Source: an optimization exercise on an open RTL-to-GDS flow (aim: small area). Production flows keep margins and buffers that such runs may drop.
Only simulation tests tie the RTL to the original design; equivalence was not proved.
No activity file was given, so power comes from the tool's default toggle rates.

## lagoon
// uart_core
module uart_core (
    input wire clk,
    input wire rst_n,
    input  wire uart_rx_i,
    output wire uart_tx_o,
    input  wire uart_cts_i,
    output wire uart_rts_o,
    input wire        cfg_enable,
    input wire        cfg_rx_enable,
    input wire        cfg_tx_enable,
    input wire [31:0] cfg_baud_inc,
    input wire [ 1:0] cfg_parity_mode,
    input wire [ 1:0] cfg_stop_bits,
    input wire [ 1:0] cfg_data_bits,
    input wire        cfg_hw_flow_enable,
    input wire        ctrl_rx_fifo_clear,
    input wire        ctrl_tx_fifo_clear,
    input  wire       tx_byte_valid,
    output wire       tx_byte_ready,
    input  wire [7:0] tx_byte_data,
    output wire       rx_byte_valid,
    input  wire       rx_byte_ready,
    output wire [7:0] rx_byte_data,
    output wire rx_byte_frame_error,
    output wire rx_byte_parity_error,
    output wire rx_byte_break_detect,
    output wire [4:0] rx_fifo_level,
    output wire [4:0] tx_fifo_level,
    output wire rx_fifo_empty,
    output wire rx_fifo_full,
    output wire tx_fifo_empty,
    output wire tx_fifo_full,
    output wire rx_busy,
    output wire tx_busy,
    output wire cts_active,
    output wire rts_active,
    output wire cts_blocked,
    output wire event_rx_overrun,
    output wire event_rx_frame_error,
    output wire event_rx_parity_error,
    output wire event_rx_break_detect,
    output wire event_tx_done
);
Size in the first run: about 14,000 um2 of cells after synthesis.
export LEC_CHECK = 0
export ABC_AREA = 1
export CAP_MARGIN = 20
export CORE_MARGIN = 2
export CORE_UTILIZATION = 40
export CTS_BUF_LIST = sky130_fd_sc_hd__clkbuf_16
export CTS_CLUSTER_DIAMETER = 100
export CTS_CLUSTER_SIZE = 30
export PLACE_DENSITY = 0.92
export SLEW_MARGIN = 20
create_clock -name core_clock -period 10.0 [get_ports {clk}]
standard.sh (not shown) runs the stock make flow with config.mk's settings and CLKGATE_MAP_FILE= SYNTH_SCRIPT=/design/flow/synth_recipe.tcl, a recipe that flattens the netlist after the stock synthesis.
==> flow/flow/run.sh <==
#!/bin/bash
# Own layout flow: the standard synthesis, then the combinational logic of its netlist
# re-mapped by ABC with an area-oriented script (registers and full adders untouched, so
# every register keeps its name and cell), then the standard layout steps, with the port
# buffers made from the smallest buffer cell. Each tool's output goes to a log file here.
set -euo pipefail
W=$PWD
R=$W/orfs/results/$FLOW_PLATFORM/uart_core/base
LIB=$FLOW_HOME/platforms/$FLOW_PLATFORM/lib/sky130_fd_sc_hd__tt_025C_1v80.lib
YOSYS=$(command -v yosys || echo "$FLOW_HOME/../tools/install/yosys/bin/yosys")

bash standard.sh synth > "$W/log_1_standard_synth.txt" 2>&1

mkdir -p "$W/reabc"
python3 flow/split_lib.py "$LIB" "$W/reabc" > "$W/log_2_split_lib.txt" 2>&1
cp "$R/1_2_yosys.v" "$W/reabc/standard_1_2_yosys.v"
cat > "$W/reabc/reabc.ys" <<YS
read_liberty -lib $W/reabc/keep.lib
read_liberty -ignore_miss_func $W/reabc/comb.lib
read_verilog $W/reabc/standard_1_2_yosys.v
hierarchy -check -top $FLOW_TOP
flatten
opt_clean
abc -liberty $LIB $(for c in sky130_fd_sc_hd__probe_p_8 sky130_fd_sc_hd__probec_p_8 '*lpflow*'; do printf -- '-dont_use %s ' "$c"; done) -script $W/flow/area.abc
read_liberty -lib -ignore_redef $LIB
opt_clean -purge
hilomap -singleton -hicell sky130_fd_sc_hd__conb_1 HI -locell sky130_fd_sc_hd__conb_1 LO
splitnets
opt_clean -purge
insbuf -buf sky130_fd_sc_hd__buf_4 A X
check -assert
stat -liberty $LIB
write_verilog -noattr -nohex -nodec $W/reabc/1_2_yosys.v
YS
"$YOSYS" -s "$W/reabc/reabc.ys" > "$W/log_3_reabc.txt" 2>&1
cp "$W/reabc/1_2_yosys.v" "$R/1_2_yosys.v"

CTS="-sink_clustering_enable -repair_clock_nets -sink_clustering_size 30 -sink_clustering_max_diameter 100"
CTS="$CTS -buf_list sky130_fd_sc_hd__clkbuf_16 -root_buf sky130_fd_sc_hd__clkbuf_8 -tree_buf sky130_fd_sc_hd__clkbuf_8 -dont_use_dummy_load"
bash standard.sh BUFFER_PORTS_ARGS="-buffer_cell sky130_fd_sc_hd__buf_1" CTS_ARGS="$CTS" finish > "$W/log_4_standard_layout.txt" 2>&1
==> flow/flow/area.abc <==
&get -n
&st
&deepsyn -T 60
&dch
&nf -R 1000
&put
topo
dnsize -c
==> flow/flow/split_lib.py <==
#!/usr/bin/env python3
"""Split the platform liberty into keep.lib (sequential cells and full adders: left as
they are) and comb.lib (other cells: read with their functions so ABC can re-map them)."""
import re, sys
src, out = sys.argv[1], sys.argv[2]
txt = open(src).read()
idx = [m.start() for m in re.finditer(r'\n\s*cell\s*\(', txt)]
head = txt[:idx[0]]
cells = []
for i, s in enumerate(idx):
    e = idx[i + 1] if i + 1 < len(idx) else txt.rfind('}')
    cells.append(txt[s:e])
def name(c):
    return re.search(r'cell\s*\(\s*"?(\w+)', c).group(1)
def keep(c):
    return re.search(r'\b(ff|latch|statetable)\s*\(', c) or re.search(r'__fa_\d', name(c))
open(out + '/keep.lib', 'w').write(head + ''.join(c for c in cells if keep(c)) + '\n}\n')
open(out + '/comb.lib', 'w').write(head + ''.join(c for c in cells if not keep(c)) + '\n}\n')
> inputs changed (lagoon -> tundra)
# lagoon
export LEC_CHECK = 0
export ABC_AREA = 1
export CAP_MARGIN = 20
export CORE_MARGIN = 2
export CORE_UTILIZATION = 40
export CTS_BUF_LIST = sky130_fd_sc_hd__clkbuf_16
export CTS_CLUSTER_DIAMETER = 100
export CTS_CLUSTER_SIZE = 30
export PLACE_DENSITY = 0.92
export SLEW_MARGIN = 20
create_clock -name core_clock -period 10.0 [get_ports {clk}]
# tundra
export LEC_CHECK = 0
export ABC_AREA = 1
export CAP_MARGIN = 20
export CORE_MARGIN = 2
export CORE_UTILIZATION = 40
export CTS_BUF_LIST = sky130_fd_sc_hd__clkbuf_16
export CTS_CLUSTER_DIAMETER = 100
export CTS_CLUSTER_SIZE = 30
export PLACE_DENSITY = 0.8
export SLEW_MARGIN = 20
create_clock -name core_clock -period 10.0 [get_ports {clk}]
For tundra and lagoon, there was not a single run that failed to finish clean. On clock transition at the register clock pins on the worst setup and hold paths after CTS, tundra tracks lagoon almost exactly. Between lagoon and tundra, the count of placed standard cells in the final layout, fillers left out figures differ only marginally. lagoon → tundra: wire length on met2 decreased 190 um; total wire length after detailed routing decreased 1000 um; arrival time of data at the critical path endpoint essentially unchanged. On sequential share of layout area, tundra and lagoon are basically level.
diff inputs: tundra => willow
# tundra
export LEC_CHECK = 0
export ABC_AREA = 1
export CAP_MARGIN = 20
export CORE_MARGIN = 2
export CORE_UTILIZATION = 40
export CTS_BUF_LIST = sky130_fd_sc_hd__clkbuf_16
export CTS_CLUSTER_DIAMETER = 100
export CTS_CLUSTER_SIZE = 30
export PLACE_DENSITY = 0.8
export SLEW_MARGIN = 20
create_clock -name core_clock -period 10.0 [get_ports {clk}]
# willow
export LEC_CHECK = 0
export ABC_AREA = 1
export CAP_MARGIN = 20
export CORE_MARGIN = 2
export CORE_UTILIZATION = 40
export CTS_BUF_LIST = sky130_fd_sc_hd__clkbuf_8
export CTS_CLUSTER_DIAMETER = 60
export CTS_CLUSTER_SIZE = 16
export SLEW_MARGIN = 20
create_clock -name core_clock -period 10.0 [get_ports {clk}]
-- flow/flow/run.sh --
<<< tundra, line 3
# re-mapped by ABC with an area-oriented script (registers and full adders untouched, so
>>> willow, line 3
# re-mapped by ABC with an area-oriented script (registers, full and half adders untouched, so
<<< tundra, line 38
CTS="-sink_clustering_enable -repair_clock_nets -sink_clustering_size 30 -sink_clustering_max_diameter 100"
CTS="$CTS -buf_list sky130_fd_sc_hd__clkbuf_16 -root_buf sky130_fd_sc_hd__clkbuf_8 -tree_buf sky130_fd_sc_hd__clkbuf_8 -dont_use_dummy_load"
bash standard.sh BUFFER_PORTS_ARGS="-buffer_cell sky130_fd_sc_hd__buf_1" CTS_ARGS="$CTS" finish > "$W/log_4_standard_layout.txt" 2>&1
>>> willow, line 38
bash standard.sh BUFFER_PORTS_ARGS="-buffer_cell sky130_fd_sc_hd__buf_1" finish > "$W/log_4_standard_layout.txt" 2>&1
-- flow/flow/area.abc --
<<< tundra, line 3
&deepsyn -T 60
>>> willow, line 3
-- flow/flow/split_lib.py --
<<< tundra, line 2
"""Split the platform liberty into keep.lib (sequential cells and full adders: left as
>>> willow, line 2
"""Split the platform liberty into keep.lib (sequential cells, full and half adders: left as
<<< tundra, line 16
    return re.search(r'\b(ff|latch|statetable)\s*\(', c) or re.search(r'__fa_\d', name(c))
>>> willow, line 16
    return re.search(r'\b(ff|latch|statetable)\s*\(', c) or re.search(r'__(fa|ha)_\d', name(c))
Final layout net count: willow and tundra compared, lower one is tundra
Diff tundra -> willow: routing usage on met2 moved down, area after synthesis moved up, clock network contribution to total cell area moved up, violation count after the first detailed-route iteration moved down, maximum frequency moved up.
Diff tundra -> willow: global-route wire length before repair climbed 160 um, setup slack of the critical path after layout rose 0.38 ns.
Via count: willow worse than tundra
Input changes introduced in xenon (baseline for comparison: willow):
# willow
export LEC_CHECK = 0
export ABC_AREA = 1
export CAP_MARGIN = 20
export CORE_MARGIN = 2
export CORE_UTILIZATION = 40
export CTS_BUF_LIST = sky130_fd_sc_hd__clkbuf_8
export CTS_CLUSTER_DIAMETER = 60
export CTS_CLUSTER_SIZE = 16
export SLEW_MARGIN = 20
create_clock -name core_clock -period 10.0 [get_ports {clk}]
# xenon
export LEC_CHECK = 0
export ABC_AREA = 1
export CAP_MARGIN = 20
export CORE_MARGIN = 2
export CORE_UTILIZATION = 40
export CTS_BUF_LIST = sky130_fd_sc_hd__clkbuf_16
export CTS_CLUSTER_DIAMETER = 100
export CTS_CLUSTER_SIZE = 30
export SLEW_MARGIN = 20
create_clock -name core_clock -period 10.0 [get_ports {clk}]
-- flow/flow/run.sh --
<<< willow, line 3
# re-mapped by ABC with an area-oriented script (registers, full and half adders untouched, so
>>> xenon, line 3
# re-mapped by ABC with an area-oriented script (registers and full adders untouched, so
<<< willow, line 38
bash standard.sh BUFFER_PORTS_ARGS="-buffer_cell sky130_fd_sc_hd__buf_1" finish > "$W/log_4_standard_layout.txt" 2>&1
>>> xenon, line 38
CTS="-sink_clustering_enable -repair_clock_nets -sink_clustering_size 16 -sink_clustering_max_diameter 60"
CTS="$CTS -buf_list sky130_fd_sc_hd__clkbuf_8 -dont_use_dummy_load"
bash standard.sh BUFFER_PORTS_ARGS="-buffer_cell sky130_fd_sc_hd__buf_1" CTS_ARGS="$CTS" finish > "$W/log_4_standard_layout.txt" 2>&1
-- flow/flow/area.abc --
<<< willow, line 3
>>> xenon, line 3
&deepsyn -T 60
-- flow/flow/split_lib.py --
<<< willow, line 2
"""Split the platform liberty into keep.lib (sequential cells, full and half adders: left as
>>> xenon, line 2
"""Split the platform liberty into keep.lib (sequential cells and full adders: left as
<<< willow, line 16
    return re.search(r'\b(ff|latch|statetable)\s*\(', c) or re.search(r'__(fa|ha)_\d', name(c))
>>> xenon, line 16
    return re.search(r'\b(ff|latch|statetable)\s*\(', c) or re.search(r'__fa_\d', name(c))
[summary]
Floorplan core area: higher on willow. From willow to xenon the numbers moved as follows: cell count after synthesis shows a reduction of about 1.1%; overall power consumption shows a reduction of 0.44 mW; number of fill cells in the layout shows a reduction of 0.34%; final area shows a reduction of about 2.2%. Taking willow as the reference, in xenon global router's overall resource usage climbed 0.34 points, number of clock buffer instances in the layout climbed 4. Compared xenon vs willow, and maximum vdd ir drop is up in xenon.


== v15 ==
Starting RTL as in the previous note.
export LEC_CHECK = 0
export ABC_AREA = 1
export CAP_MARGIN = 20
export CORE_MARGIN = 2
export CORE_UTILIZATION = 40
export CTS_BUF_LIST = sky130_fd_sc_hd__clkbuf_16
export CTS_CLUSTER_DIAMETER = 70
export CTS_CLUSTER_SIZE = 36
export SLEW_MARGIN = 20
create_clock -name core_clock -period 10.0 [get_ports {clk}]
==> flow/flow/run.sh <==
#!/bin/bash
# Own layout flow: the standard synthesis, then the combinational logic of its netlist
# re-mapped by ABC with an area-oriented script (registers, full and half adders untouched, so
# every register keeps its name and cell), then the standard layout steps, with the port
# buffers made from the smallest buffer cell. Each tool's output goes to a log file here.
set -euo pipefail
W=$PWD
R=$W/orfs/results/$FLOW_PLATFORM/uart_core/base
LIB=$FLOW_HOME/platforms/$FLOW_PLATFORM/lib/sky130_fd_sc_hd__tt_025C_1v80.lib
YOSYS=$(command -v yosys || echo "$FLOW_HOME/../tools/install/yosys/bin/yosys")

bash standard.sh synth > "$W/log_1_standard_synth.txt" 2>&1

mkdir -p "$W/reabc"
python3 flow/split_lib.py "$LIB" "$W/reabc" > "$W/log_2_split_lib.txt" 2>&1
cp "$R/1_2_yosys.v" "$W/reabc/standard_1_2_yosys.v"
cat > "$W/reabc/reabc.ys" <<YS
read_liberty -lib $W/reabc/keep.lib
read_liberty -ignore_miss_func $W/reabc/comb.lib
read_verilog $W/reabc/standard_1_2_yosys.v
hierarchy -check -top $FLOW_TOP
flatten
opt_clean
abc -liberty $LIB $(for c in sky130_fd_sc_hd__probe_p_8 sky130_fd_sc_hd__probec_p_8 '*lpflow*'; do printf -- '-dont_use %s ' "$c"; done) -script $W/flow/area.abc
read_liberty -lib -ignore_redef $LIB
opt_clean -purge
hilomap -singleton -hicell sky130_fd_sc_hd__conb_1 HI -locell sky130_fd_sc_hd__conb_1 LO
splitnets
opt_clean -purge
insbuf -buf sky130_fd_sc_hd__buf_4 A X
check -assert
stat -liberty $LIB
write_verilog -noattr -nohex -nodec $W/reabc/1_2_yosys.v
YS
"$YOSYS" -s "$W/reabc/reabc.ys" > "$W/log_3_reabc.txt" 2>&1
cp "$W/reabc/1_2_yosys.v" "$R/1_2_yosys.v"

bash standard.sh BUFFER_PORTS_ARGS="-buffer_cell sky130_fd_sc_hd__buf_1" finish > "$W/log_4_standard_layout.txt" 2>&1
==> flow/flow/area.abc <==
&get -n
&st
&dch
&nf -R 1000
&put
topo
dnsize -c
==> flow/flow/split_lib.py <==
#!/usr/bin/env python3
"""Split the platform liberty into keep.lib (sequential cells, full and half adders: left as
they are) and comb.lib (other cells: read with their functions so ABC can re-map them)."""
import re, sys
src, out = sys.argv[1], sys.argv[2]
txt = open(src).read()
idx = [m.start() for m in re.finditer(r'\n\s*cell\s*\(', txt)]
head = txt[:idx[0]]
cells = []
for i, s in enumerate(idx):
    e = idx[i + 1] if i + 1 < len(idx) else txt.rfind('}')
    cells.append(txt[s:e])
def name(c):
    return re.search(r'cell\s*\(\s*"?(\w+)', c).group(1)
def keep(c):
    return re.search(r'\b(ff|latch|statetable)\s*\(', c) or re.search(r'__(fa|ha)_\d', name(c))
open(out + '/keep.lib', 'w').write(head + ''.join(c for c in cells if keep(c)) + '\n}\n')
open(out + '/comb.lib', 'w').write(head + ''.join(c for c in cells if not keep(c)) + '\n}\n')
v15: no failed stages, no open violations at the end
Input changes introduced in v2 (baseline for comparison: v15):
- CTS_CLUSTER_DIAMETER: 70 -> 60
- CTS_CLUSTER_SIZE: 36 -> 40
- CORE_UTILIZATION: 40 -> 60
- For via count, v2 and v15 come out practically identical.
- For total clock network power, dividing the value from v15 by the value from v2 gives 0.811.
- Part of the power in the clock network was higher in v2 than in v15.
- On maximum frequency, the higher figure sits with v2, not v15.
- Count of cell instances traversed by the critical path came out exactly the same in v15 and v2.
- v2: wire length on met1 is 10% lower than what v15 reported.
- Compared with v15, v2 ends up with a larger final cell area.
- Shortest period the worst path allows on v2 is ahead of v15.
- From v15 to v2 the numbers moved as follows: area after synthesis stayed essentially flat, final wirelength fell by about 6%, final critical-path setup slack rose by 0.039 ns.
Edits applied to the flow inputs when going from v2 to v56:
- CORE_UTILIZATION changed from 60 to 40
- CTS_CLUSTER_DIAMETER changed from 60 to 100
- CTS_CLUSTER_SIZE changed from 40 to 30
--- a/flow/flow/run.sh
+++ b/flow/flow/run.sh
@@ -1,5 +1,5 @@
 #!/bin/bash
 # Own layout flow: the standard synthesis, then the combinational logic of its netlist
-# re-mapped by ABC with an area-oriented script (registers, full and half adders untouched, so
+# re-mapped by ABC with an area-oriented script (registers and full adders untouched, so
 # every register keeps its name and cell), then the standard layout steps, with the port
 # buffers made from the smallest buffer cell. Each tool's output goes to a log file here.
--- a/flow/flow/split_lib.py
+++ b/flow/flow/split_lib.py
@@ -1,4 +1,4 @@
 #!/usr/bin/env python3
-"""Split the platform liberty into keep.lib (sequential cells, full and half adders: left as
+"""Split the platform liberty into keep.lib (sequential cells and full adders: left as
 they are) and comb.lib (other cells: read with their functions so ABC can re-map them)."""
 import re, sys
@@ -14,5 +14,5 @@
     return re.search(r'cell\s*\(\s*"?(\w+)', c).group(1)
 def keep(c):
-    return re.search(r'\b(ff|latch|statetable)\s*\(', c) or re.search(r'__(fa|ha)_\d', name(c))
+    return re.search(r'\b(ff|latch|statetable)\s*\(', c) or re.search(r'__fa_\d', name(c))
 open(out + '/keep.lib', 'w').write(head + ''.join(c for c in cells if keep(c)) + '\n}\n')
 open(out + '/comb.lib', 'w').write(head + ''.join(c for c in cells if not keep(c)) + '\n}\n')
Results
v56 and v2 all finish clean.
Diff v2 -> v56 | final hold slack | increase of 0.017 ns
Comparing global router's overall resource usage for v56 and v2, the smaller number came from v56.
Taking v56 as 1.0, v2 lands at 0.55 on number of filler cells placed in the layout.
The initial detailed-routing violation count in v56 is 1.2 times that in v2.
v56 vs. v2: via count essentially unchanged, sum of net half-perimeters after detailed placement increased about 4.5%.
Synthesized area: v56 vs v2 down 170 sq um
Changes in v12 relative to v56:
--- a/flow/flow/run.sh
+++ b/flow/flow/run.sh
@@ -36,3 +36,5 @@
 cp "$W/reabc/1_2_yosys.v" "$R/1_2_yosys.v"
 
-bash standard.sh BUFFER_PORTS_ARGS="-buffer_cell sky130_fd_sc_hd__buf_1" finish > "$W/log_4_standard_layout.txt" 2>&1
+CTS="-sink_clustering_enable -repair_clock_nets -sink_clustering_size 30 -sink_clustering_max_diameter 100"
+CTS="$CTS -buf_list sky130_fd_sc_hd__clkbuf_16 -root_buf sky130_fd_sc_hd__clkbuf_8 -tree_buf sky130_fd_sc_hd__clkbuf_8 -dont_use_dummy_load"
+bash standard.sh BUFFER_PORTS_ARGS="-buffer_cell sky130_fd_sc_hd__buf_1" CTS_ARGS="$CTS" finish > "$W/log_4_standard_layout.txt" 2>&1
==> flow/flow/area.abc <==
&get -n
&st
&deepsyn -T 60
&dch
&nf -R 1000
&put
topo
dnsize -c
Notes after the runs:
- The run showing the smaller power share of the sequential group is v56.
- Diff v56 -> v12: register-to-register slack went down by 0.02 ns, wire length per cell after detailed routing went up by about 1.7%, core utilization went down by 0.61 points, number of signal-net inverters in the final layout went up by 2.1%.
- Sort v56 and v12 by post-DP HPWL, descending, and v56 comes first.
- Shortest clock period the worst path allows after layout, v56 and v12: lower on v12
- Compared with v56, v12 is more frugal on power.
- Compared with v56, in v12 clock-cell share of area fell 0.64 points; post-route cell area fell 250 sq um; fraction of power consumed by combinational cells fell 6.1 points.
diff inputs: v12 => v6
- swapping 20 for 0 in SLEW_MARGIN
- swapping 20 for 0 in CAP_MARGIN
--- a/flow/flow/run.sh
+++ b/flow/flow/run.sh
@@ -1,5 +1,5 @@
 #!/bin/bash
 # Own layout flow: the standard synthesis, then the combinational logic of its netlist
-# re-mapped by ABC with an area-oriented script (registers and full adders untouched, so
+# re-mapped by ABC with an area-oriented script (registers, full and half adders untouched, so
 # every register keeps its name and cell), then the standard layout steps, with the port
 # buffers made from the smallest buffer cell. Each tool's output goes to a log file here.
@@ -36,5 +36,3 @@
 cp "$W/reabc/1_2_yosys.v" "$R/1_2_yosys.v"
 
-CTS="-sink_clustering_enable -repair_clock_nets -sink_clustering_size 30 -sink_clustering_max_diameter 100"
-CTS="$CTS -buf_list sky130_fd_sc_hd__clkbuf_16 -root_buf sky130_fd_sc_hd__clkbuf_8 -tree_buf sky130_fd_sc_hd__clkbuf_8 -dont_use_dummy_load"
-bash standard.sh BUFFER_PORTS_ARGS="-buffer_cell sky130_fd_sc_hd__buf_1" CTS_ARGS="$CTS" finish > "$W/log_4_standard_layout.txt" 2>&1
+bash standard.sh BUFFER_PORTS_ARGS="-buffer_cell sky130_fd_sc_hd__buf_1" finish > "$W/log_4_standard_layout.txt" 2>&1
==> flow/flow/area.abc <==
&get -n
&st
&dch
&nf -R 1000
&put
topo
dnsize -c
--- a/flow/flow/split_lib.py
+++ b/flow/flow/split_lib.py
@@ -1,4 +1,4 @@
 #!/usr/bin/env python3
-"""Split the platform liberty into keep.lib (sequential cells and full adders: left as
+"""Split the platform liberty into keep.lib (sequential cells, full and half adders: left as
 they are) and comb.lib (other cells: read with their functions so ABC can re-map them)."""
 import re, sys
@@ -14,5 +14,5 @@
     return re.search(r'cell\s*\(\s*"?(\w+)', c).group(1)
 def keep(c):
-    return re.search(r'\b(ff|latch|statetable)\s*\(', c) or re.search(r'__fa_\d', name(c))
+    return re.search(r'\b(ff|latch|statetable)\s*\(', c) or re.search(r'__(fa|ha)_\d', name(c))
 open(out + '/keep.lib', 'w').write(head + ''.join(c for c in cells if keep(c)) + '\n}\n')
 open(out + '/comb.lib', 'w').write(head + ''.join(c for c in cells if not keep(c)) + '\n}\n')
## What came out
v6 did not stop at any stage, and its layout met the timing, DRC and antenna checks. Compared with v12, v6 shows a final instance count without filler cells that is about 1.5% higher. Summary of v6 over v12: layout overhead on the synthesized area now larger, length in cells of the worst reg-to-reg path dropped 1. Compared to v12, v6 was floorplanned on a bigger die. | number of gates on the worst path with buffers counted | lower: v6 |.
Inputs modified between v6 and v37:
- SLEW_MARGIN now 20, was 0
- CAP_MARGIN now 20, was 0
- PLACE_DENSITY now 0.8, previously not set
--- a/flow/flow/run.sh
+++ b/flow/flow/run.sh
@@ -1,5 +1,5 @@
 #!/bin/bash
 # Own layout flow: the standard synthesis, then the combinational logic of its netlist
-# re-mapped by ABC with an area-oriented script (registers, full and half adders untouched, so
+# re-mapped by ABC with an area-oriented script (registers and full adders untouched, so
 # every register keeps its name and cell), then the standard layout steps, with the port
 # buffers made from the smallest buffer cell. Each tool's output goes to a log file here.
@@ -36,3 +36,5 @@
 cp "$W/reabc/1_2_yosys.v" "$R/1_2_yosys.v"
 
-bash standard.sh BUFFER_PORTS_ARGS="-buffer_cell sky130_fd_sc_hd__buf_1" finish > "$W/log_4_standard_layout.txt" 2>&1
+CTS="-sink_clustering_enable -repair_clock_nets -sink_clustering_size 30 -sink_clustering_max_diameter 100"
+CTS="$CTS -buf_list sky130_fd_sc_hd__clkbuf_16 -dont_use_dummy_load"
+bash standard.sh BUFFER_PORTS_ARGS="-buffer_cell sky130_fd_sc_hd__buf_1" CTS_ARGS="$CTS" finish > "$W/log_4_standard_layout.txt" 2>&1
==> flow/flow/area.abc <==
&get -n
&st
&deepsyn -T 60
&dch
&nf -R 1000
&put
topo
dnsize -c
--- a/flow/flow/split_lib.py
+++ b/flow/flow/split_lib.py
@@ -1,4 +1,4 @@
 #!/usr/bin/env python3
-"""Split the platform liberty into keep.lib (sequential cells, full and half adders: left as
+"""Split the platform liberty into keep.lib (sequential cells and full adders: left as
 they are) and comb.lib (other cells: read with their functions so ABC can re-map them)."""
 import re, sys
@@ -14,5 +14,5 @@
     return re.search(r'cell\s*\(\s*"?(\w+)', c).group(1)
 def keep(c):
-    return re.search(r'\b(ff|latch|statetable)\s*\(', c) or re.search(r'__(fa|ha)_\d', name(c))
+    return re.search(r'\b(ff|latch|statetable)\s*\(', c) or re.search(r'__fa_\d', name(c))
 open(out + '/keep.lib', 'w').write(head + ''.join(c for c in cells if keep(c)) + '\n}\n')
 open(out + '/comb.lib', 'w').write(head + ''.join(c for c in cells if not keep(c)) + '\n}\n')
- Lower growth of design area from synthesis to finish was reported by v37, not v6.
- Initial core utilization, v37 and v6, higher one = v37.
- Sort v37 and v6 by detailed-route wire length, ascending, and v37 comes first.
- Against v6, v37 comes in about 2% lower on die area.
- Looking at v37 and v6, the number of setup buffers added after CTS is a wash.
- Between v37 and v6, the clock transition at the register clock pins on the worst setup and hold paths after CTS does not differ in any meaningful way.
- Setup slack of the critical path after layout down 0.36 ns in v37 wrt v6

what the ideal ports hide:
In the flow no input, the clock included, has a driving cell. The finished layouts below were timed again as built, in two steps. Step 1 sets driving cells, clkbuf_16 on the clock port and buf_2 on the other inputs (assumed; they add their load-dependent delay and slew). Step 2 moves the port delays by t, midway between the first and last clock arrival at a register: inputs arrive t later, outputs are due t later. That takes back most of the time a late clock gives input paths. Three values: ideal ports, drivers, drivers and shift; two values: the first two.
| run | t, ns | slack for setup (ns) | slew at the worst register clock pin (ns) | worst data-port slew with drivers (ns) |
|---|---|---|---|---|
| lagoon | 0.605 | 0.490 / 0.500 / -0.104 | 0.12 / 0.12 | 0.10 |
| tundra | 0.601 | 0.497 / 0.518 / -0.083 | 0.12 / 0.12 | 0.07 |
| willow | 0.652 | 0.872 / 0.899 / 0.247 | 0.11 / 0.11 | 0.05 |
| xenon | 0.572 | 0.471 / 0.497 / -0.074 | 0.10 / 0.10 | 0.07 |
| v15 | 0.578 | 0.787 / 0.818 / 0.240 | 0.12 / 0.12 | 0.05 |
| v2 | 0.593 | 0.826 / 0.855 / 0.261 | 0.12 / 0.12 | 0.05 |
| v56 | 0.564 | 0.471 / 0.500 / -0.064 | 0.11 / 0.11 | 0.06 |
| v12 | 0.611 | 0.490 / 0.513 / -0.098 | 0.11 / 0.11 | 0.07 |
| v6 | 0.563 | 0.799 / 0.835 / 0.272 | 0.12 / 0.12 | 0.05 |
| v37 | 0.545 | 0.435 / 0.461 / -0.084 | 0.12 / 0.12 | 0.07 |
Met with ideal ports but missed after step 2: setup timing in 6 of these runs. The setup slack of willow, which loses most, moves by +0.027 ns with the drivers and by -0.625 ns with both steps.
